What follows belongs to an exercise in optimizing a design on an open flow for small area; a production flow would make more cautious choices. Function was checked by simulation only, so behaviour that the tests miss may differ from the original. No activity file was given, so power comes from the tool's default toggle rates.

==> flow/design.v (outline; a module is shown in full before it is edited, if it fits) <==
// module filter_fir: 3482 lines
// module fir_fa: 4 lines
// module fir_ha: 4 lines
// module fir_nand2: 3 lines
// module fir_nor2: 3 lines
module filter_fir(input clk, input rst, input signed [15:0] din, output signed [15:0] dout);
  // ...
==> flow/flow/run.sh <==
#!/bin/bash
# The standard layout (standard.sh) with the clock tree built without dummy load cells
# and the port buffers made of the smallest buffer cell.
set -euo pipefail
CTS="-sink_clustering_enable -repair_clock_nets -dont_use_dummy_load -sink_clustering_size 19 -sink_clustering_max_diameter 58 -buf_list {sky130_fd_sc_hd__clkbuf_2 sky130_fd_sc_hd__clkbuf_4 sky130_fd_sc_hd__clkbuf_8}"
bash standard.sh "CTS_ARGS=$CTS" "BUFFER_PORTS_ARGS=-buffer_cell sky130_fd_sc_hd__buf_1" finish > standard_flow.log 2>&1
==> flow/standard.sh <==
#!/bin/bash
# synth_recipe.tcl (not shown) runs the flow's synth.tcl, then flattens the netlist and writes it again
# the make line also repeats each setting of config.mk as NAME=value (left out here)
make -C /OpenROAD-flow-scripts/flow DESIGN_CONFIG=/design/flow/config.mk WORK_HOME=/design/flow/orfs CLKGATE_MAP_FILE= SYNTH_SCRIPT=/design/flow/synth_recipe.tcl "${@:-finish}"
==> flow/config.mk <==
export PLATFORM = sky130hd
export DESIGN_NAME = filter_fir
export DESIGN_NICKNAME = filter_fir
export VERILOG_FILES = /design/flow/design.v
export SDC_FILE = /design/flow/constraint.sdc
export NUM_CORES = 8
export LEC_CHECK = 0
export CAP_MARGIN = 20
export CORE_MARGIN = 2
export CORE_UTILIZATION = 55
export PLACE_DENSITY = 0.65
export SLEW_MARGIN = 20
export SYNTH_HIERARCHICAL = 1
==> flow/constraint.sdc <==
create_clock -name core_clock -period 6.5 [get_ports {clk}]
set_input_delay 1.3000 -clock core_clock [delete_from_list [all_inputs] [get_ports {clk}]]
set_output_delay 1.3000 -clock core_clock [all_outputs]
set_load 0.01 [all_outputs]
==> notes.md, run 1 <==
outcome: no timing/DRC/antenna violations
Hold Buf Count CTS: 0
Net Sw Frac: 0.3435
commonest non-fill, non-tap cell in the layout: dfxtp_1
number of flip-flops in the largest register: 31
final-report hold violation count: 0
crit path to: s1[18]
sequential fraction of design power: 0.408
worst hold-check path type: reg -> reg
Setup TNS: 0 ns
Post-Place Cells: 3,797
Synth top area share: 0.5654
postcts setup bufs: 0
register area share after synthesis: 0.5654
final net count: 3,722
P_sw: 7.049 mW
EDFF count, synth: 0
M2 GR Usage: 0.4200
NonClk Buf Share: 0.008599
layout overhead on the synthesized area: 6.647%
fraction of area in multi-input gates: 0.3907
R2R depth: 14
Async SR Flop Fraction: 0
Critical Path AT: 6.69 ns
clock buffers: 91
commonest cells after routing, fill and taps aside: dfxtp_1 (1,260), fa_1 (804), inv_1 (205), nand2_1 (127), clkbuf_8 (91)
leading registers by flop count: s1 x31, s2 x28, s3 x25
# H-tree levels: 3
Max Slew Vio Count: 0
Hold Crit Endpoint: w41[2]
Worst-Margin Slew: 0.9372 ns
synth unique cells: 45
DR vias/cell: 4.881
leading area contributor after synthesis: dfxtp_1
hold depth: 0
multi-input gates: 1,200
P_int: 13.47 mW
Site Rows: 104
largest family of logic cells by synthesized area: adder cells
clock buffer count from CTS: 91
==> run 2: changes to the inputs <==
--- a/flow/config.mk
+++ b/flow/config.mk
@@ -9,4 +9,3 @@
 export CORE_MARGIN = 2
-export CORE_UTILIZATION = 55
-export PLACE_DENSITY = 0.65
+export CORE_UTILIZATION = 40
 export SLEW_MARGIN = 20
==> notes.md, run 2 <==
Setup violations, final: 0
Maximum Capacitance Violations: 0
post-route antenna net violation count: 0
commonest cells after routing, fill and taps aside: dfxtp_1 (1,260), fa_1 (804), inv_1 (203), nand2_1 (127), clkbuf_8 (87)
Avg WL per Cell: 22.44 µm
critical path type: reg -> reg
Worst setup SP type: register
die area: 114,200 µm²
hpwl dp: 78,420 µm
worst-path maximum fanout: 5
clock buffer count from CTS: 87 (-4.4%)
reg2reg start: w62[10]
Main synth FF type: dfxtp_1
PnR worst setup slack: 0.2364 ns
dpl ws: 0.2265 ns
# H-tree levels: 3 (unchanged)
mapped cell area: 44,610 µm²
number of flip-flops in the largest register: 31 (unchanged)
Worst Path Required: 7.05 ns
die width: 338.0 µm
Max Slew Vio Count: 0 (unchanged)
drc violations: 0
Boundary Pins: 34
postcts setup bufs: 0 (unchanged)
worst hold-check path type: reg -> reg
clock root cell: clkbuf_8
drt pass-1 iters: 5
top-count cell post-synth: dfxtp_1
leading registers by flop count: s1 x31, s2 x28, s3 x25
top cells by area, synth: dfxtp_1 (57%), fa_1 (36%), ha_1 (2.0%), inv_1 (1.7%), nand2_1 (1.1%)
Worst-Skew Late Latency: 0.78 ns
Leakage: 18.80 nW
Synth top area share: 0.5654 (unchanged)
syn avg cell area: 16.70 µm²
FF/Latch Area: 25,220 µm²
synth unique cells: 45 (unchanged)
Bufs on Longest Clock Path: 3
CTS Sinks: 1,260
Worst-Margin Slew: 0.9105 ns (-0.02668 ns)
EDFF count, synth: 0 (unchanged)
initial antenna violation count: 6
final net count: 3,718 (-0.11%)
# fillers: 9,775
max_slew headroom: 0.3930
CTS resizes: 0
CTS tree: done
total power draw: 20.35 mW
CTS clock-pin slew for the worst setup and hold paths: 0.12 ns
RSZ-0062 raised after global routing: no
leading area contributor after synthesis: dfxtp_1
hold wc startpoint: w18[5]
Biggest register: s1
RD Place Congestion: 0.9126
final-report hold violation count: 0 (unchanged)
Fin Hold WS: 0.2277 ns
final wirelength: 96,790 µm
DR vias/cell: 4.418 (-9.5%)
Post-synth top cells: dfxtp_1 (1,260), fa_1 (804), inv_1 (206)
layout overhead on the synthesized area: 7.721%
layout cells sized above 1: 0.04922
post-synthesis net count: 3,564
pwr/cell area: 423.4 nW/µm²
Reg2Reg Setup Slack: 0.24 ns
Clock Skew: 0.1060 ns
outcome: no timing/DRC/antenna violations
die height: 338.0 µm
period utilization: 0.9636
register area share after synthesis: 0.5654 (unchanged)
Critical Path AT: 6.81 ns (+0.12 ns)
Fmax achieved: 0.1597 GHz
Overflow after GRT: 0
YS warnings: 7
first-pass GRT wire length: 146,400 µm
post-synthesis register bit count: 1,260
GRT Total Usage: 0.1797
commonest non-fill, non-tap cell in the layout: dfxtp_1
Async SR Flop Fraction: 0 (unchanged)
Hold Buf Count CTS: 0 (unchanged)
critical path startpoint: w62[10]
fin crit period: 6.264 ns
Setup TNS: 0 ns (unchanged)
Synth Instances: 2,672
IR Drop Worst-Case VDD: 253.4 µV
Site Rows: 122 (+17%)
Worst Setup End Kind: register
largest net degree at the start of global routing: 36
initial core utilization: 0.4031
Core Region: 110,700 µm²
count of buffers from port buffering: 33
area of the multi-input gates: 18,590 µm²
vias: 19,060
initial drt markers: 1,041
number of global-route vias before repair: 22,430
[run 2: cell types whose count changed in the layout (fill, tap and decap cells not counted)]
cell	delta
a21o_2	-1
inv_1	-2
clkbuf_8	-4
clkinv_1	+2
a21o_1	+1
[run 2: layout make-up]
cell class,count,share of cell area
Antenna cell,1,0.00005207
Clock buffer,87,0.02492
Inverter,206,0.01609
Multi-Input combinational cell,1200,0.3868
Sequential cell,1260,0.5249
Tap cell,1488,0.03874
Timing Repair Buffer,71,0.008514
[run 2: where the power goes]
part           leakage, nW  switching (mW)  internal [mW]
logic                 7.94            4.50           4.01
clock network        0.626            2.27           1.20
registers             10.2           0.215           8.15
[run 2: logic make-up after synthesis]
| family | after synthesis | synth area share |
|---|---|---|
| muxes | 1 | 0.0002244 |
| DFF | 1260 | 0.5654 |
| buffers and inverters | 212 | 0.01840 |
| and+or+nand+nor | 266 | 0.02645 |
| xor gates and xnor gates | 10 | 0.001963 |
| AOI/OAI and AO/OA | 48 | 0.006927 |
| adders and majority gates | 875 | 0.3806 |
[run 2: final timing paths]
check                              end  depth (start not counted)
worst max-delay path            s2[21]                         13
worst min-delay path            w19[5]                          0
worst max register to register  s2[21]                         13
worst min register to register  w19[5]                          0
[run 2: critical path, cell delays in order, from the launching register on]
cell,delay (ns)
dfxtp_1,0.70
fa_1,0.54
fa_1,0.40
fa_1,0.49
ha_1,0.35
fa_1,0.54
fa_1,0.45
fa_1,0.50
fa_1,0.43
fa_1,0.39
fa_1,0.39
fa_1,0.39
fa_1,0.49
nand2_1,0.05
[run 2: metal layers]
metal	vias up	track usage	share of wire
met4	0	0.05097	0.026
met3	146	0.02483	0.036
met5	-	0	0
li1	8330	-	-
met1	10250	0.2480	0.45
met2	326	0.2976	0.49
[run 2: Yosys stat by module (local to each module, per instance), excerpt]
module | cells inside | copies in the design
filter_fir | 1639 | 1
fir_ha | 1 | 56
fir_fa | 1 | 804
[run 2: per-stage QoR]
stage / instances / area, µm² / utilization
floorplan: 2672 / 44610 / -
global placement: 4225 / 46850 / 0.4234
detailed placement: 4225 / 46860 / 0.4234
CTS: 4312 / 48050 / 0.4342
global route: 4313 / 48060 / 0.4342
finish: 4313 / 48060 / 0.4342
==> run 3: changes to the inputs <==
--- a/flow/config.mk
+++ b/flow/config.mk
@@ -7,6 +7,6 @@
 export LEC_CHECK = 0
-export CAP_MARGIN = 20
+export CAP_MARGIN = 5
 export CORE_MARGIN = 2
 export CORE_UTILIZATION = 40
-export SLEW_MARGIN = 20
+export SLEW_MARGIN = 5
 export SYNTH_HIERARCHICAL = 1
==> notes.md, run 3 <==
critical path startpoint: w0[10]
Site Rows: 122 (unchanged)
EDFF count, synth: 0 (unchanged)
CTS clock-pin slew for the worst setup and hold paths: 0.10 ns (-0.02 ns)
post-synthesis net count: 3,564 (unchanged)
die area: 114,200 µm² (unchanged)
layout overhead on the synthesized area: 7.651% (about the same)
pwr/cell area: 422.9 nW/µm² (-0.11%)
IR Drop Worst-Case VDD: 294.1 µV (+16%)
YS warnings: 7 (unchanged)
P_int: 13.34 mW (-0.19%)
fin crit period: 6.199 ns (-0.06463 ns)
outcome: no timing/DRC/antenna violations
vias: 18,980 (-0.40%)
compound-gate portion of the synthesized area: 0.006927 (unchanged)
mapped cell area: 44,610 µm² (unchanged)
first-pass GRT wire length: 147,000 µm (+0.41%)
Worst Path Required: 7.09 ns (+0.04 ns)
commonest non-fill, non-tap cell in the layout: dfxtp_1
leading registers by flop count: s1 x31, s2 x28, s3 x25
clock root cell: clkbuf_8
Main synth FF type: dfxtp_1
top-count cell post-synth: dfxtp_1
worst-path maximum fanout: 8 (+3)
max_slew headroom: 0.1878 (-0.2053)
final-report hold violation count: 0 (unchanged)
crit path to: ya[23]
Reg2Reg Setup Slack: 0.30 ns (+0.06 ns)
Design Area, Final: 48,030 µm² (about the same)
top cells by area, synth: dfxtp_1 (57%), fa_1 (36%), ha_1 (2.0%), inv_1 (1.7%), nand2_1 (1.1%)
Async SR Flop Fraction: 0 (unchanged)
Synth top area share: 0.5654 (unchanged)
worst hold-check path type: reg -> reg
hold depth: 0 (unchanged)
dpl ws: 0.2720 ns (+0.04543 ns)
Net Sw Frac: 0.3434 (about the same)
largest family of logic cells by synthesized area: adder cells
Boundary Pins: 34 (unchanged)
Setup TNS: 0 ns (unchanged)
CTS tree: done
number of global-route vias before repair: 22,420 (-0.062%)
initial drt markers: 997 (-4.2%)
P_sw: 6.974 mW (-0.14%)
Hold Buf Count CTS: 0 (unchanged)
die width: 338.0 µm (unchanged)
Worst-Skew Late Latency: 0.76 ns (-0.02 ns)
final std cells w/o fill: 4,311 (-0.046%)
drt pass-1 iters: 5 (unchanged)
Setup violations, final: 0 (unchanged)
commonest cells after routing, fill and taps aside: dfxtp_1 (1,260), fa_1 (804), inv_1 (203), nand2_1 (127), clkbuf_8 (85)
Maximum Capacitance Violations: 0 (unchanged)
RSZ-0062 raised after global routing: no
Logic pwr share: 0.419 (about the same)
final wirelength: 96,670 µm (-0.13%)
drc violations: 0 (unchanged)
postcts setup bufs: 0 (unchanged)
post-synthesis register bit count: 1,260 (unchanged)
die height: 338.0 µm (unchanged)
clock share of power: 0.169 (-0.002)
Synth Area in Adders: 0.3806 (unchanged)
Biggest register: s1
syn avg cell area: 16.70 µm² (unchanged)
largest net degree at the start of global routing: 36 (unchanged)
final net count: 3,716 (-0.054%)
reg2reg start: w0[10]
count of buffers from port buffering: 33 (unchanged)
GRT Total Usage: 0.1801 (+0.0004286)
Worst Setup End Kind: register
Clock Skew: 0.09453 ns (-0.01148 ns)
Avg WL per Cell: 22.42 µm (about the same)
period utilization: 0.9537 (-0.009943)
post-route antenna net violation count: 0 (unchanged)
PnR worst setup slack: 0.3011 ns (+0.06463 ns)
R2R depth: 13 (unchanged)
Post-synth top cells: dfxtp_1 (1,260), fa_1 (804), inv_1 (206)
sequential fraction of design power: 0.412 (about the same)
Worst setup SP type: register
Leakage: 18.78 nW (about the same)
Bufs on Longest Clock Path: 3 (unchanged)
hpwl dp: 78,410 µm (about the same)
Fmax achieved: 0.1613 GHz (+1.0%)
mux contribution to synthesized area: 0.0002244 (unchanged)
Synth Instances: 2,672 (unchanged)
DR vias/cell: 4.402 (-0.35%)
Area after DPL: 46,850 µm² (about the same)
# H-tree levels: 3 (unchanged)
initial antenna violation count: 4 (-2)
Max Slew Vio Count: 0 (unchanged)
synth unique cells: 45 (unchanged)
total power draw: 20.31 mW (-0.17%)
number of flip-flops in the largest register: 31 (unchanged)
Overflow after GRT: 0 (unchanged)
register area share after synthesis: 0.5654 (unchanged)
RD Place Congestion: 0.9126 (unchanged)
critical path type: reg -> reg
Synth Area in Simple Gates: 0.02645 (unchanged)
RR Endpoint: ya[23]
# fillers: 9,787 (+0.12%)
layout cells sized above 1: 0.04819 (-0.001028)
clock buffer count from CTS: 85 (-2.3%)
initial core utilization: 0.4031 (unchanged)
Core Region: 110,700 µm² (unchanged)
Post-Place Cells: 4,225 (unchanged)
CTS Sinks: 1,260 (unchanged)
post-synthesis xor/xnor area fraction: 0.001963 (unchanged)
leading area contributor after synthesis: dfxtp_1
CTS resizes: 0 (unchanged)
Critical Path AT: 6.79 ns (-0.02 ns)
Worst-Margin Slew: 1.210 ns (+0.2998 ns)
[run 3: cell types whose count changed in the layout (fill, tap and decap cells not counted), sizes merged]
cell    previous run  this run
clkbuf            87        85
[run 3: critical path, cell delays in order, from the launching register on]
cell and delay, ns:
dfxtp_1 0.78, fa_1 0.56, fa_1 0.47, fa_1 0.45
fa_1 0.41, fa_1 0.43, fa_1 0.41, ha_1 0.22
fa_1 0.38, fa_1 0.39, fa_1 0.39, fa_1 0.39
fa_1 0.39, fa_1 0.42
[run 3: metal layers]
layer,part of all wire,vias to the layer above,track usage
li1,-,8330,-
met1,0.45,10210,0.2479
met2,0.49,306,0.2971
met3,0.038,130,0.02740
met4,0.027,0,0.05125
met5,0,-,0
[run 3: cell type report]
| type | instances | area (µm²) | share of cell area |
|---|---|---|---|
| repair buffers | 71 | 409.1 | 0.008519 |
| well taps | 1488 | 1862 | 0.03877 |
| inverters | 206 | 773.2 | 0.01610 |
| flip-flops and latches | 1260 | 25220 | 0.5252 |
| diodes | 1 | 2.502 | 0.00005211 |
| multi-input cells | 1200 | 18590 | 0.3870 |
| clock buffers | 85 | 1170 | 0.02436 |
[run 3: power groups by stage]
stage	clock network [mW]	registers, mW	logic, mW
6_report	3.43	8.37	8.51
3_5_place_dp	0	8.55	8.65
4_1_cts	3.56	8.37	8.76
5_1_grt	3.85	8.41	10.0
3_3_place_gp	0	8.54	8.49
2_1_floorplan	0	8.48	6.24
[run 3: worst min-delay path by stage]
stage,start,endpoint,slack [ns]
floorplan,d0[0],d1[0],0.31
global placement,w5[3],w6[3],0.31
detailed placement,d0[8],d1[8],0.31
CTS,w18[5],w19[5],0.25
global route,w18[5],w19[5],0.27
finish,w18[5],w19[5],0.26
[run 3: stage by stage]
| step | hold WS [ns] | util |
|---|---|---|
| final | 0.2611 | 0.4340 |
| after floorplan | 0.3096 | - |
| after global placement | 0.3099 | 0.4234 |
| after global routing | 0.2655 | 0.4340 |
| after CTS | 0.2496 | 0.4339 |
| after detailed placement | 0.3121 | 0.4234 |
[run 3: logic make-up after synthesis]
| group | count (synthesis) |
|---|---|
| adder cells (fa/ha/maj) | 875 |
| AO/OA/AOI/OAI | 48 |
| XOR/XNOR | 10 |
| flip-flops | 1260 |
| AND/OR/NAND/NOR | 266 |
| multiplexers | 1 |
| buffers and inverters | 212 |
[run 3: per-module statistics from Yosys (local to each module, per instance), a selection]
module	area, µm²	times used	flip-flops and latches
fir_ha	12.51	56	0
fir_fa	20.02	804	0
filter_fir	27170	1	1260
==> run 4: changes to the inputs <==
--- a/flow/config.mk
+++ b/flow/config.mk
@@ -7,6 +7,6 @@
 export LEC_CHECK = 0
-export CAP_MARGIN = 5
+export CAP_MARGIN = 0
 export CORE_MARGIN = 2
 export CORE_UTILIZATION = 40
-export SLEW_MARGIN = 5
+export SLEW_MARGIN = 0
 export SYNTH_HIERARCHICAL = 1
==> notes.md, run 4 <==
final wirelength: 96,670 µm (unchanged)
Core Region: 110,700 µm² (unchanged)
drt pass-1 iters: 5 (unchanged)
die width: 338.0 µm (unchanged)
number of flip-flops in the largest register: 31 (unchanged)
Max Slew Vio Count: 0 (unchanged)
drc violations: 0 (unchanged)
mapped cell area: 44,610 µm² (unchanged)
Main synth FF type: dfxtp_1
RSZ-0062 raised after global routing: no
Clock Skew: 0.09453 ns (unchanged)
clock root cell: clkbuf_8
worst-path maximum fanout: 8 (unchanged)
hold wc startpoint: w18[5]
outcome: no timing/DRC/antenna violations
critical path type: reg -> reg
final net count: 3,716 (unchanged)
Boundary Pins: 34 (unchanged)
vias: 18,980 (unchanged)
initial core utilization: 0.4031 (unchanged)
layout cells sized above 1: 0.04819 (unchanged)
Worst-Skew Late Latency: 0.76 ns (about the same)
# fillers: 9,787 (unchanged)
Hold Buf Count CTS: 0 (unchanged)
fin crit period: 6.199 ns (unchanged)
Worst setup SP type: register
leading area contributor after synthesis: dfxtp_1
commonest non-fill, non-tap cell in the layout: dfxtp_1
Design Area, Final: 48,030 µm² (unchanged)
Overflow after GRT: 0 (unchanged)
Worst Setup End Kind: register
Fmax achieved: 0.1613 GHz (unchanged)
Setup violations, final: 0 (unchanged)
CTS clock-pin slew for the worst setup and hold paths: 0.10 ns (about the same)
largest net degree at the start of global routing: 36 (unchanged)
initial antenna violation count: 4 (unchanged)
postcts setup bufs: 0 (unchanged)
commonest cells after routing, fill and taps aside: dfxtp_1 (1,260), fa_1 (804), inv_1 (203), nand2_1 (127), clkbuf_8 (85)
CTS tree: done
dpl ws: 0.2720 ns (unchanged)
Biggest register: s1
die area: 114,200 µm² (unchanged)
post-synthesis register bit count: 1,260 (unchanged)
post-route antenna net violation count: 0 (unchanged)
register area share after synthesis: 0.5654 (unchanged)
Bufs on Longest Clock Path: 3 (unchanged)
Fin Hold WS: 0.2611 ns (unchanged)
Post-Place Cells: 4,225 (unchanged)
post-synthesis net count: 3,564 (unchanged)
syn avg cell area: 16.70 µm² (unchanged)
Critical Path AT: 6.79 ns (about the same)
count of buffers from port buffering: 33 (unchanged)
Area after DPL: 46,850 µm² (unchanged)
RD Place Congestion: 0.9126 (unchanged)
PnR worst setup slack: 0.3011 ns (unchanged)
synth unique cells: 45 (unchanged)
GRT Total Usage: 0.1801 (unchanged)
Avg WL per Cell: 22.42 µm (unchanged)
hpwl dp: 78,410 µm (unchanged)
Setup TNS: 0 ns (unchanged)
Maximum Capacitance Violations: 0 (unchanged)
number of global-route vias before repair: 22,420 (unchanged)
leading registers by flop count: s1 x31, s2 x28, s3 x25
hold depth: 0 (unchanged)
final-report hold violation count: 0 (unchanged)
CTS Sinks: 1,260 (unchanged)
initial drt markers: 997 (unchanged)
EDFF count, synth: 0 (unchanged)
IR Drop Worst-Case VDD: 294.1 µV (unchanged)
die height: 338.0 µm (unchanged)
Reg2Reg Setup Slack: 0.30 ns (about the same)
period utilization: 0.9537 (unchanged)
RR Endpoint: ya[23]
R2R depth: 13 (unchanged)
pwr/cell area: 422.9 nW/µm² (unchanged)
Hold Crit Endpoint: w19[5]
Synth Instances: 2,672 (unchanged)
Site Rows: 122 (unchanged)
layout overhead on the synthesized area: 7.651% (unchanged)
reg2reg start: w0[10]
Post-synth top cells: dfxtp_1 (1,260), fa_1 (804), inv_1 (206)
Async SR Flop Fraction: 0 (unchanged)
top-count cell post-synth: dfxtp_1
CTS resizes: 0 (unchanged)
max_slew headroom: 0.1878 (unchanged)
worst hold-check path type: reg -> reg
# H-tree levels: 3 (unchanged)
Leakage: 18.78 nW (unchanged)
Worst Path Required: 7.09 ns (about the same)
Worst-Margin Slew: 1.210 ns (unchanged)
DR vias/cell: 4.402 (unchanged)
top cells by area, synth: dfxtp_1 (57%), fa_1 (36%), ha_1 (2.0%), inv_1 (1.7%), nand2_1 (1.1%)
clock buffer count from CTS: 85 (unchanged)
Synth top area share: 0.5654 (unchanged)
YS warnings: 7 (unchanged)
final std cells w/o fill: 4,311 (unchanged)
first-pass GRT wire length: 147,000 µm (unchanged)
-- run 4: cell counts after synthesis --
No cell type changed its count.
-- run 4: per-layer routing --
layer  vias to the layer above  part of all wire  track usage
met5                         -                 0            0
met3                       130             0.038      0.02740
met2                       306              0.49       0.2971
met4                         0             0.027      0.05125
li1                       8330                 -            -
met1                     10210              0.45       0.2479
-- run 4: worst max-delay path by stage --
stage                        from  cells past startpoint     end  slack, ns
after CTS                  w0[10]                     13  ya[23]       0.23
final                      w0[10]                     13  ya[23]       0.30
after global routing       w0[10]                     13  ya[23]       0.07
after global placement    w62[10]                     13  s2[21]       0.30
after detailed placement  w62[10]                     13  s2[21]       0.27
after floorplan            w0[14]                     14  s1[26]       0.52
-- run 4: area by class of cell --
| class | count | area [µm²] | share of cell area |
|---|---|---|---|
| clock buffer | 85 | 1170 | 0.02436 |
| antenna | 1 | 2.502 | 0.00005211 |
| tap | 1488 | 1862 | 0.03877 |
| multi-input combinational | 1200 | 18590 | 0.3870 |
| sequential | 1260 | 25220 | 0.5252 |
| timing repair buffer | 71 | 409.1 | 0.008519 |
| inverter | 206 | 773.2 | 0.01610 |
-- run 4: metrics by stage --
step,utilization,power (mW)
after floorplan,-,14.72
after global placement,0.4234,17.02
after detailed placement,0.4234,17.20
after CTS,0.4339,20.69
after global routing,0.4340,22.27
final,0.4340,20.31
-- run 4: kinds of logic (layout without fill, tap and decap cells) --
logic type / Yosys count / count (layout) / synth area share
buf+inv: 212 / 362 / 0.01840
other cells: 0 / 1 / 0
mux: 1 / 1 / 0.0002244
simple gates: 266 / 266 / 0.02645
compound gates: 48 / 48 / 0.006927
xor+xnor: 10 / 10 / 0.001963
fa+ha+maj: 875 / 875 / 0.3806
flops: 1260 / 1260 / 0.5654
-- run 4: worst max-delay path: stages (launching register included) --
cell and delay [ns]:
dfxtp_1 0.78, fa_1 0.56, fa_1 0.47, fa_1 0.45
fa_1 0.41, fa_1 0.43, fa_1 0.41, ha_1 0.22
fa_1 0.38, fa_1 0.39, fa_1 0.39, fa_1 0.39
fa_1 0.39, fa_1 0.42
-- run 4: modules after synthesis, one instance, submodules excluded, excerpt --
module	times used	cell area [µm²]
filter_fir	1	27170
fir_fa	804	20.02
fir_ha	56	12.51
-- run 4: power breakdown --
group / internal [mW] / switching [mW] / total, mW
combinational: 4.01 / 4.50 / 8.51
sequential: 8.15 / 0.217 / 8.37
clock: 1.18 / 2.26 / 3.43
total: 13.3 / 6.97 / 20.3
==> run 5: changes to the inputs <==
--- a/flow/config.mk
+++ b/flow/config.mk
@@ -8,2 +8,4 @@
 export CAP_MARGIN = 0
+export CELL_PAD_IN_SITES_DETAIL_PLACEMENT = 0
+export CELL_PAD_IN_SITES_GLOBAL_PLACEMENT = 0
 export CORE_MARGIN = 2
==> notes.md, run 5 <==
outcome: no timing/DRC/antenna violations
worst path cell trace: fa_1 -> fa_1 -> fa_1 -> fa_1 -> fa_1 -> fa_1 -> ha_1 -> fa_1 -> fa_1 -> fa_1 -> fa_1 -> fa_1 -> fa_1
YS warnings: 7 (unchanged)
initial antenna violation count: 4 (unchanged)
CTS resizes: 0 (unchanged)
Worst setup SP type: register
number of global-route vias before repair: 22,420 (unchanged)
clock root cell: clkbuf_8
initial drt markers: 997 (unchanged)
syn avg cell area: 16.70 µm² (unchanged)
top-count cell post-synth: dfxtp_1
Site Rows: 122 (unchanged)
hold depth: 0 (unchanged)
PnR worst setup slack: 0.3011 ns (unchanged)
number of flip-flops in the largest register: 31 (unchanged)
Max Slew Vio Count: 0 (unchanged)
drc violations: 0 (unchanged)
final wirelength: 96,670 µm (unchanged)
# H-tree levels: 3 (unchanged)
EDFF count, synth: 0 (unchanged)
CTS clock-pin slew for the worst setup and hold paths: 0.10 ns (about the same)
post-synthesis register bit count: 1,260 (unchanged)
hold wc startpoint: w18[5]
Leakage: 18.78 nW (unchanged)
critical path type: reg -> reg
count of buffers from port buffering: 33 (unchanged)
Synth Instances: 2,672 (unchanged)
register area share after synthesis: 0.5654 (unchanged)
synth unique cells: 45 (unchanged)
CP most frequent cell: fa_1
GRT Total Usage: 0.1801 (unchanged)
post-synthesis net count: 3,564 (unchanged)
commonest non-fill, non-tap cell in the layout: dfxtp_1
Post-synth top cells: dfxtp_1 (1,260), fa_1 (804), inv_1 (206)
pwr/cell area: 422.9 nW/µm² (unchanged)
worst hold-check path type: reg -> reg
RD Place Congestion: 0.9126 (unchanged)
dpl ws: 0.2720 ns (unchanged)
CTS tree: done
leading registers by flop count: s1 x31, s2 x28, s3 x25
hpwl dp: 78,410 µm (unchanged)
Core Region: 110,700 µm² (unchanged)
final-report hold violation count: 0 (unchanged)
fin crit period: 6.199 ns (unchanged)
commonest cells after routing, fill and taps aside: dfxtp_1 (1,260), fa_1 (804), inv_1 (203), nand2_1 (127), clkbuf_8 (85)
max_slew headroom: 0.1878 (unchanged)
Hold Buf Count CTS: 0 (unchanged)
worst-path maximum fanout: 8 (unchanged)
Worst-Skew Late Latency: 0.76 ns (about the same)
DR vias/cell: 4.402 (unchanged)
die width: 338.0 µm (unchanged)
top cells by area, synth: dfxtp_1 (57%), fa_1 (36%), ha_1 (2.0%), inv_1 (1.7%), nand2_1 (1.1%)
die area: 114,200 µm² (unchanged)
Reg2Reg Setup Slack: 0.30 ns (about the same)
Biggest register: s1
final net count: 3,716 (unchanged)
mapped cell area: 44,610 µm² (unchanged)
slowest cell on the critical path: dfxtp_1
Avg WL per Cell: 22.42 µm (unchanged)
postcts setup bufs: 0 (unchanged)
post-route antenna net violation count: 0 (unchanged)
largest net degree at the start of global routing: 36 (unchanged)
total power draw: 20.31 mW (unchanged)
layout overhead on the synthesized area: 7.651% (unchanged)
CTS Sinks: 1,260 (unchanged)
Maximum Capacitance Violations: 0 (unchanged)
IR Drop Worst-Case VDD: 294.1 µV (unchanged)
Async SR Flop Fraction: 0 (unchanged)
first-pass GRT wire length: 147,000 µm (unchanged)
Synth top area share: 0.5654 (unchanged)
RR Endpoint: ya[23]
Fin Hold WS: 0.2611 ns (unchanged)
drt pass-1 iters: 5 (unchanged)
CP max stage delay: 0.78 ns (about the same)
reg2reg start: w0[10]
clock buffer count from CTS: 85 (unchanged)
initial core utilization: 0.4031 (unchanged)
Setup violations, final: 0 (unchanged)
Clock Skew: 0.09453 ns (unchanged)
Setup TNS: 0 ns (unchanged)
leading area contributor after synthesis: dfxtp_1
Overflow after GRT: 0 (unchanged)
period utilization: 0.9537 (unchanged)
Critical Path AT: 6.79 ns (about the same)
vias: 18,980 (unchanged)
Main synth FF type: dfxtp_1
die height: 338.0 µm (unchanged)
Worst Path Required: 7.09 ns (about the same)
Worst Setup End Kind: register
R2R depth: 13 (unchanged)
RSZ-0062 raised after global routing: no
# fillers: 9,787 (unchanged)
Worst-Margin Slew: 1.210 ns (unchanged)
Fmax achieved: 0.1613 GHz (unchanged)
Bufs on Longest Clock Path: 3 (unchanged)
Boundary Pins: 34 (unchanged)
Hold Crit Endpoint: w19[5]
layout cells sized above 1: 0.04819 (unchanged)
==> run 5: metal layers <==
| metal | vias to the layer above | wire length (µm) | share of wire | GRT usage |
|---|---|---|---|---|
| met5 | - | 0 | 0 | 0 |
| li1 | 8330 | - | - | - |
| met1 | 10210 | 43360 | 0.45 | 0.2479 |
| met2 | 306 | 47100 | 0.49 | 0.2971 |
| met3 | 130 | 3630 | 0.038 | 0.02740 |
| met4 | 0 | 2575 | 0.027 | 0.05125 |
==> run 5: metrics by stage <==
step | instances | utilization | instance area (µm²)
after floorplan | 2672 | - | 44610
after global placement | 4225 | 0.4234 | 46850
after detailed placement | 4225 | 0.4234 | 46850
after CTS | 4310 | 0.4339 | 48020
after global routing | 4311 | 0.4340 | 48030
final | 4311 | 0.4340 | 48030
==> run 5: per-module statistics from Yosys, one instance, submodules excluded, a selection <==
module	cell area [µm²]	flops+latches	copies in the design	cells
filter_fir	27170	1260	1	1639
fir_fa	20.02	0	804	1
fir_ha	12.51	0	56	1
==> run 5: worst max path at each step <==
| stage | startpoint | endpoint | slack (ns) | cells after the start |
|---|---|---|---|---|
| after floorplan | w0[14] | s1[26] | 0.52 | 14 |
| after global placement | w62[10] | s2[21] | 0.30 | 13 |
| after detailed placement | w62[10] | s2[21] | 0.27 | 13 |
| after CTS | w0[10] | ya[23] | 0.23 | 13 |
| after global routing | w0[10] | ya[23] | 0.07 | 13 |
| final | w0[10] | ya[23] | 0.30 | 13 |
==> run 5: critical path, delay by kind of cell, from the launching register on <==
family | cells | cell delay, ns
DFF | 1 | 0.78
adders and majority gates | 13 | 5.31
==> run 5: area by class of cell <==
| type | count | area [µm²] | share of cell area |
|---|---|---|---|
| clock buffer | 85 | 1170 | 0.02436 |
| multi-input combinational | 1200 | 18590 | 0.3870 |
| tap | 1488 | 1862 | 0.03877 |
| sequential | 1260 | 25220 | 0.5252 |
| inverter | 206 | 773.2 | 0.01610 |
| antenna | 1 | 2.502 | 0.00005211 |
| timing repair buffer | 71 | 409.1 | 0.008519 |
==> run 5: kinds of logic (layout without fill, tap and decap cells) <==
logic type | Yosys count | count (layout) | synth area share
AOI/OAI and AO/OA | 48 | 48 | 0.006927
muxes | 1 | 1 | 0.0002244
adders and majority gates | 875 | 875 | 0.3806
DFF | 1260 | 1260 | 0.5654
other | 0 | 1 | 0
buffers and inverters | 212 | 362 | 0.01840
and+or+nand+nor | 266 | 266 | 0.02645
xor gates and xnor gates | 10 | 10 | 0.001963
==> run 5: power breakdown <==
part	internal [mW]	switching, mW
Sequential	8.15	0.217
Combinational	4.01	4.50
Clock	1.18	2.26
==> run 6: changes to the inputs <==
--- a/flow/config.mk
+++ b/flow/config.mk
@@ -8,6 +8,6 @@
 export CAP_MARGIN = 0
-export CELL_PAD_IN_SITES_DETAIL_PLACEMENT = 0
-export CELL_PAD_IN_SITES_GLOBAL_PLACEMENT = 0
 export CORE_MARGIN = 2
 export CORE_UTILIZATION = 40
+export GPL_ROUTABILITY_DRIVEN = 0
+export GPL_TIMING_DRIVEN = 0
 export SLEW_MARGIN = 0
==> notes.md, run 6 <==
number of global-route vias before repair: 21,900 (-2.3%)
count of buffers from port buffering: 32 (-3.0%)
commonest cells after routing, fill and taps aside: dfxtp_1 (1,249), fa_1 (804), inv_1 (204), nand2_1 (127), clkbuf_8 (87)
FF/Latch Area: 25,240 µm² (about the same)
largest family of logic cells by synthesized area: adder cells
Async SR Flop Fraction: 0 (unchanged)
Buf+Inv Stages, Crit Path: 1 (+1)
P_sw: 6.956 mW (-0.26%)
syn avg cell area: 16.70 µm² (unchanged)
final-report hold violation count: 0 (unchanged)
Net Sw Frac: 0.3424 (-0.001002)
top-count cell post-synth: dfxtp_1
IR Drop Worst-Case VDD: 226.4 µV (-23%)
drt pass-1 iters: 5 (unchanged)
initial drt markers: 1,048 (+5.1%)
Avg WL per Cell: 21.75 µm (-3.0%)
leading area contributor after synthesis: dfxtp_1
Synth top area share: 0.5654 (unchanged)
Boundary Pins: 34 (unchanged)
synth unique cells: 45 (unchanged)
Bufs on Longest Clock Path: 3 (unchanged)
fin crit period: 6.307 ns (+0.1083 ns)
hold wc startpoint: w60[3]
Overflow after GRT: 0 (unchanged)
final wirelength: 93,270 µm (-3.5%)
post-synthesis xor/xnor area fraction: 0.001963 (unchanged)
largest net degree at the start of global routing: 44 (+22%)
# H-tree levels: 3 (unchanged)
hpwl dp: 75,190 µm (-4.1%)
Synth Area in Simple Gates: 0.02645 (unchanged)
Hold Crit Endpoint: w61[3]
Logic pwr share: 0.416 (-0.003)
EDFF count, synth: 0 (unchanged)
Reg2Reg Setup Slack: 0.19 ns (-0.11 ns)
YS warnings: 7 (unchanged)
worst hold-check path type: reg -> reg
mux contribution to synthesized area: 0.0002244 (unchanged)
critical path type: reg -> reg
top cells by area, synth: dfxtp_1 (57%), fa_1 (36%), ha_1 (2.0%), inv_1 (1.7%), nand2_1 (1.1%)
Critical Path AT: 6.91 ns (+0.12 ns)
die height: 338.0 µm (unchanged)
Largest delay share family, worst path: adder cells
sequential fraction of design power: 0.413 (about the same)
clock buffer count from CTS: 87 (+2.4%)
CP max stage delay: 0.59 ns (-0.19 ns)
Worst-Margin Slew: 0.9691 ns (-0.2411 ns)
post-route antenna net violation count: 0 (unchanged)
die width: 338.0 µm (unchanged)
Fmax achieved: 0.1585 GHz (-1.7%)
Synth Instances: 2,672 (unchanged)
drc violations: 0 (unchanged)
mapped cell area: 44,610 µm² (unchanged)
first-pass GRT wire length: 142,100 µm (-3.4%)
Worst setup SP type: register
slowest cell on the critical path: dfxtp_1
period utilization: 0.9703 (+0.01666)
reg2reg start: w0[3]
RSZ-0062 raised after global routing: no
vias: 18,700 (-1.5%)
Hold Buf Count CTS: 0 (unchanged)
Post-synth top cells: dfxtp_1 (1,260), fa_1 (804), inv_1 (206)
max_slew headroom: 0.3539 (+0.1662)
commonest non-fill, non-tap cell in the layout: dfxtp_1
Main synth FF type: dfxtp_1
initial core utilization: 0.4031 (unchanged)
Site Rows: 122 (unchanged)
Worst Setup End Kind: register
Biggest register: s1
Fin Hold WS: 0.2713 ns (+0.01020 ns)
PnR worst setup slack: 0.1928 ns (-0.1083 ns)
clock root cell: clkbuf_8
RR Endpoint: s3[14]
GRT Total Usage: 0.1736 (-0.006439)
R2R depth: 14 (+1)
final net count: 3,690 (-0.70%)
leading registers by flop count: s1 x31, s2 x28, s3 x25
die area: 114,200 µm² (unchanged)
outcome: no timing/DRC/antenna violations
critical path startpoint: w0[3]
post-synthesis register bit count: 1,260 (unchanged)
CTS tree: done
Worst-Skew Late Latency: 0.78 ns (+0.02 ns)
P_int: 13.36 mW (+0.18%)
clock share of power: 0.171 (+0.002)
grt met3 use: 0.02363 (-0.003776)
CTS Sinks: 1,260 (unchanged)
CP most frequent cell: fa_1
Maximum Capacitance Violations: 0 (unchanged)
# fillers: 9,760 (-0.28%)
Setup violations, final: 0 (unchanged)
number of flip-flops in the largest register: 31 (unchanged)
worst-path maximum fanout: 8 (unchanged)
post-synthesis net count: 3,564 (unchanged)
DR vias/cell: 4.360 (-0.96%)
worst path cell trace: fa_1 -> fa_1 -> fa_1 -> fa_1 -> inv_1 -> fa_1 -> fa_1 -> fa_1 -> fa_1 -> fa_1 -> fa_1 -> fa_1 -> fa_1 -> nand2_1
M2 GR Usage: 0.2900 (-0.007107)
layout overhead on the synthesized area: 7.525%
Core Region: 110,700 µm² (unchanged)
compound-gate portion of the synthesized area: 0.006927 (unchanged)
Clock Skew: 0.09628 ns (+0.001752 ns)
dpl ws: -0.1640 ns (-0.4360 ns)
pwr/cell area: 423.6 nW/µm² (+0.15%)
Leakage: 18.72 nW (-0.36%)
hold depth: 0 (unchanged)
busiest grt layer: met2
layout cells sized above 1: 0.04435 (-0.003844)
Synth Area in Adders: 0.3806 (unchanged)
Max Slew Vio Count: 0 (unchanged)
area of the multi-input gates: 18,600 µm² (about the same)
initial antenna violation count: 4 (unchanged)
register area share after synthesis: 0.5654 (unchanged)
Worst Path Required: 7.10 ns (about the same)
M1 GR Usage: 0.2424 (-0.005484)
CTS clock-pin slew for the worst setup and hold paths: 0.11 ns (about the same)
[run 6: worst max path at each step]
| stage | end | slack, ns | cells after the start |
|---|---|---|---|
| floorplan | s1[26] | 0.52 | 14 |
| global placement | s1[10] | -5.04 | 6 |
| detailed placement | s1[11] | -0.16 | 14 |
| CTS | ya[23] | 0.04 | 13 |
| global route | s1[11] | 0.01 | 14 |
| finish | s3[14] | 0.19 | 14 |
[run 6: modules after synthesis, one instance, submodules excluded, a selection]
module | cells | flops+latches
filter_fir | 1639 | 1260
fir_ha | 1 | 0
fir_fa | 1 | 0
[run 6: logic make-up after synthesis]
logic type,after synthesis
mux,1
buf+inv,212
fa+ha+maj,875
compound gates,48
flops,1260
simple gates,266
xor+xnor,10
[run 6: area by class of cell]
cell class / instances / area share
diodes: 4 / 0.0002087
plain buffers: 6 / 0.0009912
repair buffers: 37 / 0.005060
well taps: 1488 / 0.03881
multi-input cells: 1200 / 0.3877
inverters: 206 / 0.01617
clock buffers: 87 / 0.02496
flip-flops and latches: 1260 / 0.5261
[run 6: power by group through the flow]
stage | Sequential (mW) | Clock [mW] | Combinational (mW)
2_1_floorplan | 8.48 | 0 | 6.24
3_3_place_gp | 8.56 | 0 | 8.41
3_5_place_dp | 8.57 | 0 | 8.66
4_1_cts | 8.39 | 3.59 | 8.76
5_1_grt | 8.43 | 3.88 | 9.94
6_report | 8.39 | 3.48 | 8.45
[run 6: repair_timing]
action	in CTS	in global routing
endpoints found under the setup margin	4	4
endpoints found under the hold margin	0	0
resized for setup	3	8
cloned	0	0
setup buffers	0	0
pin swaps	0	0
[run 6: worst reg2reg max path, cell delays in order (launching register included)]
cell     delay, ns
dfxtp_1       0.59
fa_1          0.57
fa_1          0.51
fa_1          0.43
fa_1          0.40
inv_1         0.08
fa_1          0.43
fa_1          0.43
fa_1          0.49
fa_1          0.42
fa_1          0.43
fa_1          0.44
fa_1          0.41
fa_1          0.49
nand2_1       0.04
[run 6: through the flow]
stage / std cells / instance area, µm² / utilization / power (mW) / TNS (ns)
finish: 4288 / 47970 / 0.4335 / 20.32 / 0
detailed placement: 4197 / 46750 / 0.4224 / 17.23 / -0.1988
floorplan: 2672 / 44610 / - / 14.72 / 0
global route: 4287 / 47970 / 0.4334 / 22.25 / 0
CTS: 4284 / 47950 / 0.4333 / 20.75 / 0
global placement: 4192 / 46590 / 0.4210 / 16.97 / -354.25
[run 6: metal layers]
metal / vias up / wire, µm
met5: - / 0
met4: 0 / 1824
met3: 117 / 2596
li1: 8278 / -
met2: 257 / 45860
met1: 10050 / 42990
==> run 7: changes to the inputs <==
==> flow/flow/run.sh (replaced) <==
#!/bin/bash
# The standard layout (standard.sh) with the clock tree built without dummy load cells
# and the port buffers made of the smallest buffer cell.
set -euo pipefail
CTS="-sink_clustering_enable -repair_clock_nets -dont_use_dummy_load -sink_clustering_size 20 -sink_clustering_max_diameter 45 -buf_list {sky130_fd_sc_hd__clkbuf_8}"
bash standard.sh "CTS_ARGS=$CTS" "BUFFER_PORTS_ARGS=-buffer_cell sky130_fd_sc_hd__buf_1" finish > standard_flow.log 2>&1
--- a/flow/config.mk
+++ b/flow/config.mk
@@ -7,8 +7,7 @@
 export LEC_CHECK = 0
-export CAP_MARGIN = 0
+export CAP_MARGIN = 20
 export CORE_MARGIN = 2
 export CORE_UTILIZATION = 40
-export GPL_ROUTABILITY_DRIVEN = 0
-export GPL_TIMING_DRIVEN = 0
-export SLEW_MARGIN = 0
+export PLACE_DENSITY = 0.85
+export SLEW_MARGIN = 20
 export SYNTH_HIERARCHICAL = 1
==> notes.md, run 7 <==
outcome: no timing/DRC/antenna violations
worst hold-check path type: reg -> reg
IR Drop Worst-Case VDD: 344.7 µV (+52%)
EDFF count, synth: 0 (unchanged)
DR vias/cell: 4.473 (+2.6%)
YS warnings: 7 (unchanged)
CTS clock-pin slew for the worst setup and hold paths: 0.11 ns (about the same)
clock root cell: clkbuf_8
Worst-Margin Slew: 1.167 ns (+0.1980 ns)
Bufs on Longest Clock Path: 3 (unchanged)
largest net degree at the start of global routing: 40 (-9.1%)
syn avg cell area: 16.70 µm² (unchanged)
period utilization: 0.9401 (-0.03025)
RD Place Congestion: 0.9421
first-pass GRT wire length: 139,400 µm (-1.9%)
Biggest register: s1
post-synthesis net count: 3,564 (unchanged)
Main synth FF type: dfxtp_1
worst-path maximum fanout: 5 (-3)
Fmax achieved: 0.1637 GHz (+3.2%)
Clock Skew: 0.1175 ns (+0.02125 ns)
Synth Instances: 2,672 (unchanged)
Synth top area share: 0.5654 (unchanged)
Worst setup SP type: register
Critical Path AT: 6.70 ns (-0.21 ns)
number of flip-flops in the largest register: 31 (unchanged)
post-route antenna net violation count: 0 (unchanged)
final-report hold violation count: 0 (unchanged)
initial antenna violation count: 1 (-3)
Hold Buf Count CTS: 0 (unchanged)
critical path type: reg -> reg
top cells by area, synth: dfxtp_1 (57%), fa_1 (36%), ha_1 (2.0%), inv_1 (1.7%), nand2_1 (1.1%)
Setup violations, final: 0 (unchanged)
post-synthesis xor/xnor area fraction: 0.001963 (unchanged)
register area share after synthesis: 0.5654 (unchanged)
Worst-Skew Late Latency: 0.78 ns (about the same)
mapped cell area: 44,610 µm² (unchanged)
initial drt markers: 1,305 (+25%)
max_slew headroom: 0.2208 (-0.1331)
die height: 338.0 µm (unchanged)
number of global-route vias before repair: 22,530 (+2.9%)
Worst Path Required: 7.09 ns (about the same)
fin crit period: 6.111 ns (-0.1967 ns)
Post-synth top cells: dfxtp_1 (1,260), fa_1 (804), inv_1 (206)
Async SR Flop Fraction: 0 (unchanged)
die width: 338.0 µm (unchanged)
count of buffers from port buffering: 33 (+3.1%)
pwr/cell area: 424.5 nW/µm² (+0.23%)
layout overhead on the synthesized area: 7.858%
Leakage: 18.84 nW (+0.69%)
Synth Area in Simple Gates: 0.02645 (unchanged)
Boundary Pins: 34 (unchanged)
leading area contributor after synthesis: dfxtp_1
post-synthesis register bit count: 1,260 (unchanged)
RSZ-0062 raised after global routing: no
hpwl dp: 71,980 µm (-4.3%)
layout cells sized above 1: 0.05057 (+0.006217)
clock buffer count from CTS: 92 (+5.7%)
commonest cells after routing, fill and taps aside: dfxtp_1 (1,260), fa_1 (804), inv_1 (205), nand2_1 (127), clkbuf_8 (92)
synth unique cells: 45 (unchanged)
Setup TNS: 0 ns (unchanged)
vias: 19,310 (+3.3%)
# H-tree levels: 3 (unchanged)
Avg WL per Cell: 20.87 µm (-4.1%)
drc violations: 0 (unchanged)
Maximum Capacitance Violations: 0 (unchanged)
CTS tree: done
Overflow after GRT: 0 (unchanged)
compound-gate portion of the synthesized area: 0.006927 (unchanged)
Worst Setup End Kind: register
R2R depth: 14 (unchanged)
postcts setup bufs: 0 (unchanged)
commonest non-fill, non-tap cell in the layout: dfxtp_1
Synth Area in Adders: 0.3806 (unchanged)
Site Rows: 122 (unchanged)
final wirelength: 90,080 µm (-3.4%)
Max Slew Vio Count: 0 (unchanged)
final net count: 3,722 (+0.87%)
initial core utilization: 0.4031 (unchanged)
final core occ: 0.4348 (+0.001345)
mux contribution to synthesized area: 0.0002244 (unchanged)
Core Region: 110,700 µm² (unchanged)
drt pass-1 iters: 6 (+1)
top-count cell post-synth: dfxtp_1
largest family of logic cells by synthesized area: adder cells
CTS resizes: 0 (-3)
hold depth: 0 (unchanged)
CTS Sinks: 1,260 (unchanged)
GRT Total Usage: 0.1678 (-0.005854)
leading registers by flop count: s1 x31, s2 x28, s3 x25
die area: 114,200 µm² (unchanged)
-- run 7: cell counts after synthesis --
No cell type changed its count.
-- run 7: final cells by class --
cell class | instances | area (µm²)
Inverter | 206 | 773.2
Timing Repair Buffer | 70 | 401.6
Tap cell | 1488 | 1862
Sequential cell | 1260 | 25220
Clock buffer | 92 | 1266
Multi-Input combinational cell | 1200 | 18590
Fill cell | 9410 | 62550
Antenna cell | 1 | 2.502
-- run 7: worst max-delay path: stages, from the launching register on --
cell and delay (ns):
dfxtp_1 0.53, fa_1 0.48, fa_1 0.49, fa_1 0.42
fa_1 0.49, ha_1 0.23, fa_1 0.38, fa_1 0.40
fa_1 0.39, fa_1 0.42, fa_1 0.40, fa_1 0.39
fa_1 0.39, fa_1 0.50, nand2_1 0.05
-- run 7: path summary, 6_finish.rpt --
check	endpoint	slack, ns	from
setup / recovery	s1[11]	0.39	w0[1]
hold / removal	w28[13]	0.26	w27[13]
setup reg to reg	s1[11]	0.39	w0[1]
hold reg to reg	w28[13]	0.26	w27[13]
-- run 7: cells by family (layout without fill, tap and decap cells) --
kind of cell / after synthesis / after routing
other: 0 / 1
DFF: 1260 / 1260
adders and majority gates: 875 / 875
xor gates and xnor gates: 10 / 10
AOI/OAI and AO/OA: 48 / 48
buffers and inverters: 212 / 368
muxes: 1 / 1
and+or+nand+nor: 266 / 266
-- run 7: metrics by stage --
step | total power [mW] | instance area [µm²] | setup slack, ns | instances | hold slack (ns)
2_1_floorplan | 14.72 | 44610 | 0.5223 | 2672 | 0.3096
3_3_place_gp | 16.76 | 46850 | 0.4816 | 4224 | 0.3097
3_5_place_dp | 17.11 | 46850 | 0.3844 | 4224 | 0.3121
4_1_cts | 20.65 | 48120 | 0.3717 | 4316 | 0.2589
5_1_grt | 22.21 | 48120 | 0.2532 | 4317 | 0.2568
6_report | 20.43 | 48120 | 0.3894 | 4317 | 0.2554
-- run 7: where the power goes --
| part | internal, mW | switching (mW) |
|---|---|---|
| Sequential | 8.15 | 0.216 |
| Combinational | 4.02 | 4.48 |
| Clock | 1.27 | 2.28 |
-- run 7: routing by layer --
layer	routed length, µm	track usage
met5	0	0
met4	4134	0.07225
met2	43860	0.2757
met1	36770	0.2147
met3	5316	0.03667
-- run 7: modules after synthesis (local to each module, per instance), a selection --
| module | cells inside | flip-flops and latches | area, µm² |
|---|---|---|---|
| fir_fa | 1 | 0 | 20.02 |
| filter_fir | 1639 | 1260 | 27170 |
| fir_ha | 1 | 0 | 12.51 |
==> run 8: changes to the inputs <==
==> flow/flow/run.sh (replaced) <==
#!/bin/bash
# The standard layout (standard.sh) with the clock tree built without dummy load cells
# and the port buffers made of the smallest buffer cell.
set -euo pipefail
CTS="-sink_clustering_enable -repair_clock_nets -dont_use_dummy_load -sink_clustering_size 19 -sink_clustering_max_diameter 55 -buf_list {sky130_fd_sc_hd__clkbuf_4 sky130_fd_sc_hd__clkbuf_8}"
bash standard.sh "CTS_ARGS=$CTS" "BUFFER_PORTS_ARGS=-buffer_cell sky130_fd_sc_hd__buf_1" finish > standard_flow.log 2>&1
--- a/flow/config.mk
+++ b/flow/config.mk
@@ -10,3 +10,3 @@
 export CORE_UTILIZATION = 40
-export PLACE_DENSITY = 0.85
+export PLACE_DENSITY = 0.75
 export SLEW_MARGIN = 20
==> notes.md, run 8 <==
Worst-Margin Slew: 0.9637 ns (-0.2034 ns)
Critical Path AT: 6.78 ns (+0.08 ns)
Bufs on Longest Clock Path: 3 (unchanged)
vias: 18,750 (-2.9%)
EDFF count, synth: 0 (unchanged)
max_slew headroom: 0.3568 (+0.1360)
PnR worst setup slack: 0.3001 ns (-0.08930 ns)
Fmax achieved: 0.1613 GHz (-1.4%)
Worst Setup End Kind: register
Worst setup SP type: register
die width: 338.0 µm (unchanged)
worst hold-check path type: reg -> reg
Worst-Skew Late Latency: 0.78 ns (about the same)
outcome: no timing/DRC/antenna violations
initial antenna violation count: 1 (unchanged)
die height: 338.0 µm (unchanged)
post-synthesis register bit count: 1,260 (unchanged)
clock buffer count from CTS: 81 (-12%)
Maximum Capacitance Violations: 0 (unchanged)
R2R depth: 13 (-1)
Post-synth top cells: dfxtp_1 (1,260), fa_1 (804), inv_1 (206)
Clock Skew: 0.1229 ns (+0.005356 ns)
commonest cells after routing, fill and taps aside: dfxtp_1 (1,260), fa_1 (804), inv_1 (205), nand2_1 (127), clkbuf_8 (81)
first-pass GRT wire length: 135,400 µm (-2.9%)
Max Slew Vio Count: 0 (unchanged)
period utilization: 0.9538 (+0.01374)
die area: 114,200 µm² (unchanged)
DR vias/cell: 4.351 (-2.7%)
synth unique cells: 45 (unchanged)
dpl ws: 0.3530 ns (-0.03141 ns)
post-synthesis net count: 3,564 (unchanged)
critical path type: reg -> reg
Async SR Flop Fraction: 0 (unchanged)
number of flip-flops in the largest register: 31 (unchanged)
clock root cell: clkbuf_8
RD Place Congestion: 0.9158 (-2.8%)
leading registers by flop count: s1 x31, s2 x28, s3 x25
Synth Instances: 2,672 (unchanged)
worst-path maximum fanout: 5 (unchanged)
worst path cell trace: fa_1 -> fa_1 -> fa_1 -> ha_1 -> fa_1 -> fa_1 -> fa_1 -> fa_1 -> fa_1 -> fa_1 -> fa_1 -> fa_1 -> nand2_1
Biggest register: s1
YS warnings: 7 (unchanged)
Area after DPL: 46,860 µm² (about the same)
Leakage: 18.77 nW (-0.38%)
IR Drop Worst-Case VDD: 307.6 µV (-11%)
# H-tree levels: 3 (unchanged)
CP max stage delay: 0.66 ns (+0.13 ns)
layout cells sized above 1: 0.04753 (-0.003031)
final wirelength: 88,750 µm (-1.5%)
fin crit period: 6.200 ns (+0.08930 ns)
Main synth FF type: dfxtp_1
register area share after synthesis: 0.5654 (unchanged)
CP most frequent cell: fa_1
RSZ-0062 raised after global routing: no
top-count cell post-synth: dfxtp_1
leading area contributor after synthesis: dfxtp_1
Worst Path Required: 7.08 ns (about the same)
final net count: 3,713 (-0.24%)
hold depth: 0 (unchanged)
Design Area, Final: 47,980 µm² (-0.28%)
Core Region: 110,700 µm² (unchanged)
postcts setup bufs: 0 (unchanged)
final-report hold violation count: 0 (unchanged)
Setup TNS: 0 ns (unchanged)
hpwl dp: 71,880 µm (-0.14%)
drt pass-1 iters: 5 (-1)
CTS resizes: 0 (unchanged)
syn avg cell area: 16.70 µm² (unchanged)
Site Rows: 122 (unchanged)
CTS Sinks: 1,260 (unchanged)
total power draw: 19.97 mW (-2.2%)
Reg2Reg Setup Slack: 0.30 ns (-0.09 ns)
crit path to: s2[21]
GRT Total Usage: 0.1656 (-0.002183)
count of buffers from port buffering: 33 (unchanged)
RR Endpoint: s2[21]
drc violations: 0 (unchanged)
pwr/cell area: 416.2 nW/µm² (-2.0%)
layout overhead on the synthesized area: 7.555%
initial core utilization: 0.4031 (unchanged)
critical path startpoint: w62[10]
Hold Buf Count CTS: 0 (unchanged)
top cells by area, synth: dfxtp_1 (57%), fa_1 (36%), ha_1 (2.0%), inv_1 (1.7%), nand2_1 (1.1%)
number of global-route vias before repair: 21,600 (-4.1%)
Synth top area share: 0.5654 (unchanged)
slowest cell on the critical path: dfxtp_1
largest net degree at the start of global routing: 42 (+5.0%)
reg2reg start: w62[10]
CTS tree: done
Overflow after GRT: 0 (unchanged)
post-route antenna net violation count: 0 (unchanged)
commonest non-fill, non-tap cell in the layout: dfxtp_1
Avg WL per Cell: 20.60 µm (-1.3%)
mapped cell area: 44,610 µm² (unchanged)
CTS clock-pin slew for the worst setup and hold paths: 0.12 ns (about the same)
Setup violations, final: 0 (unchanged)
initial drt markers: 1,117 (-14%)
Boundary Pins: 34 (unchanged)
==> run 8: where the power goes <==
part	internal, mW	switching, mW
registers	8.15	0.214
logic	3.93	4.32
clock network	1.12	2.23
==> run 8: per-layer routing <==
metal,up-vias,share of wire,track usage
met5,-,0,0
met4,0,0.038,0.06288
met3,150,0.051,0.03461
met2,412,0.49,0.2704
met1,9875,0.42,0.2178
li1,8310,-,-
==> run 8: how the worst min path moves through the flow <==
| stage | startpoint | end | slack, ns |
|---|---|---|---|
| after floorplan | d0[0] | d1[0] | 0.31 |
| after global placement | w51[5] | w52[5] | 0.31 |
| after detailed placement | w50[14] | w51[14] | 0.31 |
| after CTS | w13[13] | w14[13] | 0.27 |
| after global routing | w33[12] | w34[12] | 0.27 |
| final | w13[13] | w14[13] | 0.27 |
==> run 8: final cells by class <==
type | count | area, µm²
multi-input combinational | 1200 | 18590
tap | 1488 | 1862
timing repair buffer | 72 | 416.7
sequential | 1260 | 25220
fill | 9735 | 62690
clock buffer | 81 | 1115
inverter | 206 | 774.5
antenna | 2 | 5.005
==> run 8: kinds of logic (layout without fill, tap and decap cells) <==
kind of cell / Yosys count / in the layout / synth area share
compound gates: 48 / 48 / 0.006927
mux: 1 / 1 / 0.0002244
flops: 1260 / 1260 / 0.5654
other cells: 0 / 2 / 0
xor+xnor: 10 / 10 / 0.001963
buf+inv: 212 / 359 / 0.01840
fa+ha+maj: 875 / 875 / 0.3806
simple gates: 266 / 266 / 0.02645
==> run 8: metrics by stage <==
step,std cells,util,hold WS [ns]
floorplan,2672,-,0.3096
finish,4309,0.4336,0.2696
CTS,4307,0.4335,0.2660
global placement,4226,0.4234,0.3097
global route,4308,0.4336,0.2750
detailed placement,4226,0.4234,0.3121
==> run 8: modules after synthesis (local to each module, per instance), a selection <==
module,flops+latches,cells
filter_fir,1260,1639
fir_fa,0,1
fir_ha,0,1
==> run 8: critical path: cells and delay by family (launching register included) <==
family                   cells  cell delay [ns]
adder cells (fa/ha/maj)     12             5.27
AND/OR/NAND/NOR              1             0.05
flip-flops                   1             0.66
==> run 9: changes to the inputs <==
==> flow/flow/run.sh (replaced) <==
#!/bin/bash
# The standard layout (standard.sh) with the clock tree built without dummy load cells
# and the port buffers made of the smallest buffer cell.
set -euo pipefail
CTS="-sink_clustering_enable -repair_clock_nets -dont_use_dummy_load -sink_clustering_size 19 -sink_clustering_max_diameter 58 -sink_clustering_levels 2 -buf_list {sky130_fd_sc_hd__clkbuf_2 sky130_fd_sc_hd__clkbuf_4 sky130_fd_sc_hd__clkbuf_8}"
bash standard.sh "CTS_ARGS=$CTS" "BUFFER_PORTS_ARGS=-buffer_cell sky130_fd_sc_hd__buf_1" finish > standard_flow.log 2>&1
--- a/flow/config.mk
+++ b/flow/config.mk
@@ -7,7 +7,8 @@
 export LEC_CHECK = 0
-export CAP_MARGIN = 20
+export CAP_MARGIN = 0
 export CORE_MARGIN = 2
 export CORE_UTILIZATION = 40
-export PLACE_DENSITY = 0.75
-export SLEW_MARGIN = 20
+export GPL_ROUTABILITY_DRIVEN = 0
+export GPL_TIMING_DRIVEN = 0
+export SLEW_MARGIN = 0
 export SYNTH_HIERARCHICAL = 1
==> notes.md, run 9 <==
outcome: no timing/DRC/antenna violations
die area: 114,200 µm² (unchanged)
Post-Place Cells: 4,197 (-0.69%)
CP most frequent cell: fa_1
Synth Instances: 2,672 (unchanged)
mapped cell area: 44,610 µm² (unchanged)
Bufs on Longest Clock Path: 3 (unchanged)
Worst-Skew Late Latency: 0.78 ns (about the same)
fin crit period: 6.307 ns (+0.1074 ns)
Overflow after GRT: 0 (unchanged)
leading area contributor after synthesis: dfxtp_1
pwr/cell area: 423.6 nW/µm² (+1.8%)
clock root cell: clkbuf_8
Area after DPL: 46,750 µm² (-0.24%)
CTS clock-pin slew for the worst setup and hold paths: 0.11 ns (about the same)
post-route antenna net violation count: 0 (unchanged)
layout overhead on the synthesized area: 7.525% (about the same)
YS warnings: 7 (unchanged)
clock buffer count from CTS: 87 (+7.4%)
top-count cell post-synth: dfxtp_1
final core occ: 0.4335 (about the same)
Worst Path Required: 7.10 ns (+0.02 ns)
RSZ-0062 raised after global routing: no
total power draw: 20.32 mW (+1.7%)
register area share after synthesis: 0.5654 (unchanged)
Main synth FF type: dfxtp_1
Clock Skew: 0.09628 ns (-0.02661 ns)
FF/Latch Area: 25,240 µm² (about the same)
CTS tree: done
EDFF count, synth: 0 (unchanged)
Setup violations, final: 0 (unchanged)
area of the multi-input gates: 18,600 µm² (about the same)
Core Region: 110,700 µm² (unchanged)
first-pass GRT wire length: 142,100 µm (+5.0%)
period utilization: 0.9703 (+0.01652)
syn avg cell area: 16.70 µm² (unchanged)
number of flip-flops in the largest register: 31 (unchanged)
leading registers by flop count: s1 x31, s2 x28, s3 x25
# H-tree levels: 3 (unchanged)
die height: 338.0 µm (unchanged)
Hold Buf Count CTS: 0 (unchanged)
Max Slew Vio Count: 0 (unchanged)
# fillers: 9,760 (+0.26%)
post-synthesis register bit count: 1,260 (unchanged)
Critical Path AT: 6.91 ns (+0.13 ns)
largest net degree at the start of global routing: 44 (+4.8%)
CP max stage delay: 0.59 ns (-0.07 ns)
Avg WL per Cell: 21.75 µm (+5.6%)
layout cells sized above 1: 0.04435 (-0.003186)
die width: 338.0 µm (unchanged)
commonest cells after routing, fill and taps aside: dfxtp_1 (1,249), fa_1 (804), inv_1 (204), nand2_1 (127), clkbuf_8 (87)
Hold Crit Endpoint: w61[3]
drt pass-1 iters: 5 (unchanged)
Leakage: 18.72 nW (-0.30%)
hold depth: 0 (unchanged)
count of buffers from port buffering: 32 (-3.0%)
Setup TNS: 0 ns (unchanged)
Async SR Flop Fraction: 0 (unchanged)
worst-path maximum fanout: 8 (+3)
initial drt markers: 1,048 (-6.2%)
Post-synth top cells: dfxtp_1 (1,260), fa_1 (804), inv_1 (206)
R2R depth: 14 (+1)
initial core utilization: 0.4031 (unchanged)
commonest non-fill, non-tap cell in the layout: dfxtp_1
drc violations: 0 (unchanged)
Fmax achieved: 0.1585 GHz (-1.7%)
Reg2Reg Setup Slack: 0.19 ns (-0.11 ns)
initial antenna violation count: 4 (+3)
DR vias/cell: 4.360 (+0.22%)
number of global-route vias before repair: 21,900 (+1.4%)
final net count: 3,690 (-0.62%)
synth unique cells: 45 (unchanged)
post-synthesis net count: 3,564 (unchanged)
hpwl dp: 75,190 µm (+4.6%)
Worst-Margin Slew: 0.9691 ns (+0.005414 ns)
worst hold-check path type: reg -> reg
Boundary Pins: 34 (unchanged)
postcts setup bufs: 0 (unchanged)
top cells by area, synth: dfxtp_1 (57%), fa_1 (36%), ha_1 (2.0%), inv_1 (1.7%), nand2_1 (1.1%)
Worst setup SP type: register
Design Area, Final: 47,970 µm² (about the same)
CTS Sinks: 1,260 (unchanged)
max_slew headroom: 0.3539 (-0.002862)
IR Drop Worst-Case VDD: 226.4 µV (-26%)
vias: 18,700 (-0.27%)
slowest cell on the critical path: dfxtp_1
final wirelength: 93,270 µm (+5.1%)
RR Endpoint: s3[14]
worst path cell trace: fa_1 -> fa_1 -> fa_1 -> fa_1 -> inv_1 -> fa_1 -> fa_1 -> fa_1 -> fa_1 -> fa_1 -> fa_1 -> fa_1 -> fa_1 -> nand2_1
Biggest register: s1
Maximum Capacitance Violations: 0 (unchanged)
reg2reg start: w0[3]
Worst Setup End Kind: register
GRT Total Usage: 0.1736 (+0.008037)
hold wc startpoint: w60[3]
Site Rows: 122 (unchanged)
Synth top area share: 0.5654 (unchanged)
final-report hold violation count: 0 (unchanged)
final std cells w/o fill: 4,288 (-0.49%)
critical path type: reg -> reg
## run 9: cell counts after synthesis
No cell type changed its count.
## run 9: per-layer routing
metal  up-vias  track usage  part of all wire
met3       117      0.02363             0.028
met4         0      0.03820             0.020
met1     10050       0.2424              0.46
li1       8278            -                 -
met2       257       0.2900              0.49
met5         -            0                 0
## run 9: worst max path at each step
stage                start      to  slack, ns  cells past startpoint
floorplan           w0[14]  s1[26]       0.52                     14
global placement       rst  s1[10]      -5.04                      6
detailed placement   w0[1]  s1[11]      -0.16                     14
CTS                 w0[12]  ya[23]       0.04                     13
global route         w0[1]  s1[11]       0.01                     14
finish               w0[3]  s3[14]       0.19                     14
## run 9: kinds of logic (layout without fill, tap and decap cells)
logic type,count (synthesis),after routing,share of synthesized area
flip-flops,1260,1260,0.5654
adder cells (fa/ha/maj),875,875,0.3806
AND/OR/NAND/NOR,266,266,0.02645
buffers and inverters,212,336,0.01840
AO/OA/AOI/OAI,48,48,0.006927
XOR/XNOR,10,10,0.001963
multiplexers,1,1,0.0002244
other,0,4,0
## run 9: cell type report
| type | count | share of cell area |
|---|---|---|
| Tap cell | 1488 | 0.03881 |
| Clock buffer | 87 | 0.02496 |
| Buffer | 6 | 0.0009912 |
| Multi-Input combinational cell | 1200 | 0.3877 |
| Sequential cell | 1260 | 0.5261 |
| Timing Repair Buffer | 37 | 0.005060 |
| Inverter | 206 | 0.01617 |
| Antenna cell | 4 | 0.0002087 |
## run 9: modules after synthesis, one instance, submodules excluded, a selection
module | cells inside | copies in the design | cell area, µm² | flops+latches
filter_fir | 1639 | 1 | 27170 | 1260
fir_fa | 1 | 804 | 20.02 | 0
fir_ha | 1 | 56 | 12.51 | 0
## run 9: what timing repair did
action	in CTS	in global routing
cloned	0	0
setup endpoints to repair	4	4
hold endpoints to repair	0	0
gates resized for setup	3	8
## run 9: stage by stage
stage	hold slack, ns	worst slack, ns
5_1_grt	0.2622	0.009525
3_3_place_gp	0.3097	-5.037
4_1_cts	0.2686	0.03526
6_report	0.2713	0.1928
2_1_floorplan	0.3096	0.5223
3_5_place_dp	0.3121	-0.1640
## run 9: report_power, final
part / switching (mW) / leakage, nW / total, mW / internal, mW
Sequential: 0.233 / 10.2 / 8.39 / 8.15
Combinational: 4.45 / 7.86 / 8.45 / 4.00
Clock: 2.28 / 0.626 / 3.48 / 1.20
Total: 6.96 / 18.7 / 20.3 / 13.4
## run 9: worst max-delay path, delay by kind of cell, from the launching register on
family	cells	cell delay, ns
adder cells (fa/ha/maj)	12	5.45
flip-flops	1	0.59
AND/OR/NAND/NOR	1	0.04
buffers and inverters	1	0.08

[afterwards: timing with drivers on the ports]
How much do the figures lean on ideal ports? The routed layouts below were timed once more, with nothing changed but the port constraints.
Step 1, drivers: a clkbuf_16 drives clk and a buf_2 each remaining input, both assumed.
Step 2 also shifts input and output timing later by t, the mid clock arrival at the registers, as if the neighbouring blocks saw the same clock.
Slacks: ideal / step 1 / step 2; pairs: ideal / step 1.
run	t, ns	setup WS [ns]	latest minus earliest clock arrival (ns)
run 1	0.754	0.339 / 0.339 / 0.339	0.107 / 0.107
run 2	0.789	0.236 / 0.236 / 0.236	0.111 / 0.111
run 3	0.781	0.301 / 0.301 / 0.301	0.099 / 0.099
run 4	0.781	0.301 / 0.301 / 0.301	0.099 / 0.099
run 5	0.781	0.301 / 0.301 / 0.301	0.099 / 0.099
run 6	0.791	0.193 / 0.193 / 0.193	0.103 / 0.103
run 7	0.784	0.389 / 0.389 / 0.389	0.118 / 0.117
run 8	0.787	0.300 / 0.300 / 0.300	0.123 / 0.123
run 9	0.791	0.193 / 0.193 / 0.193	0.103 / 0.103
After both steps setup and hold are still met in every run listed.
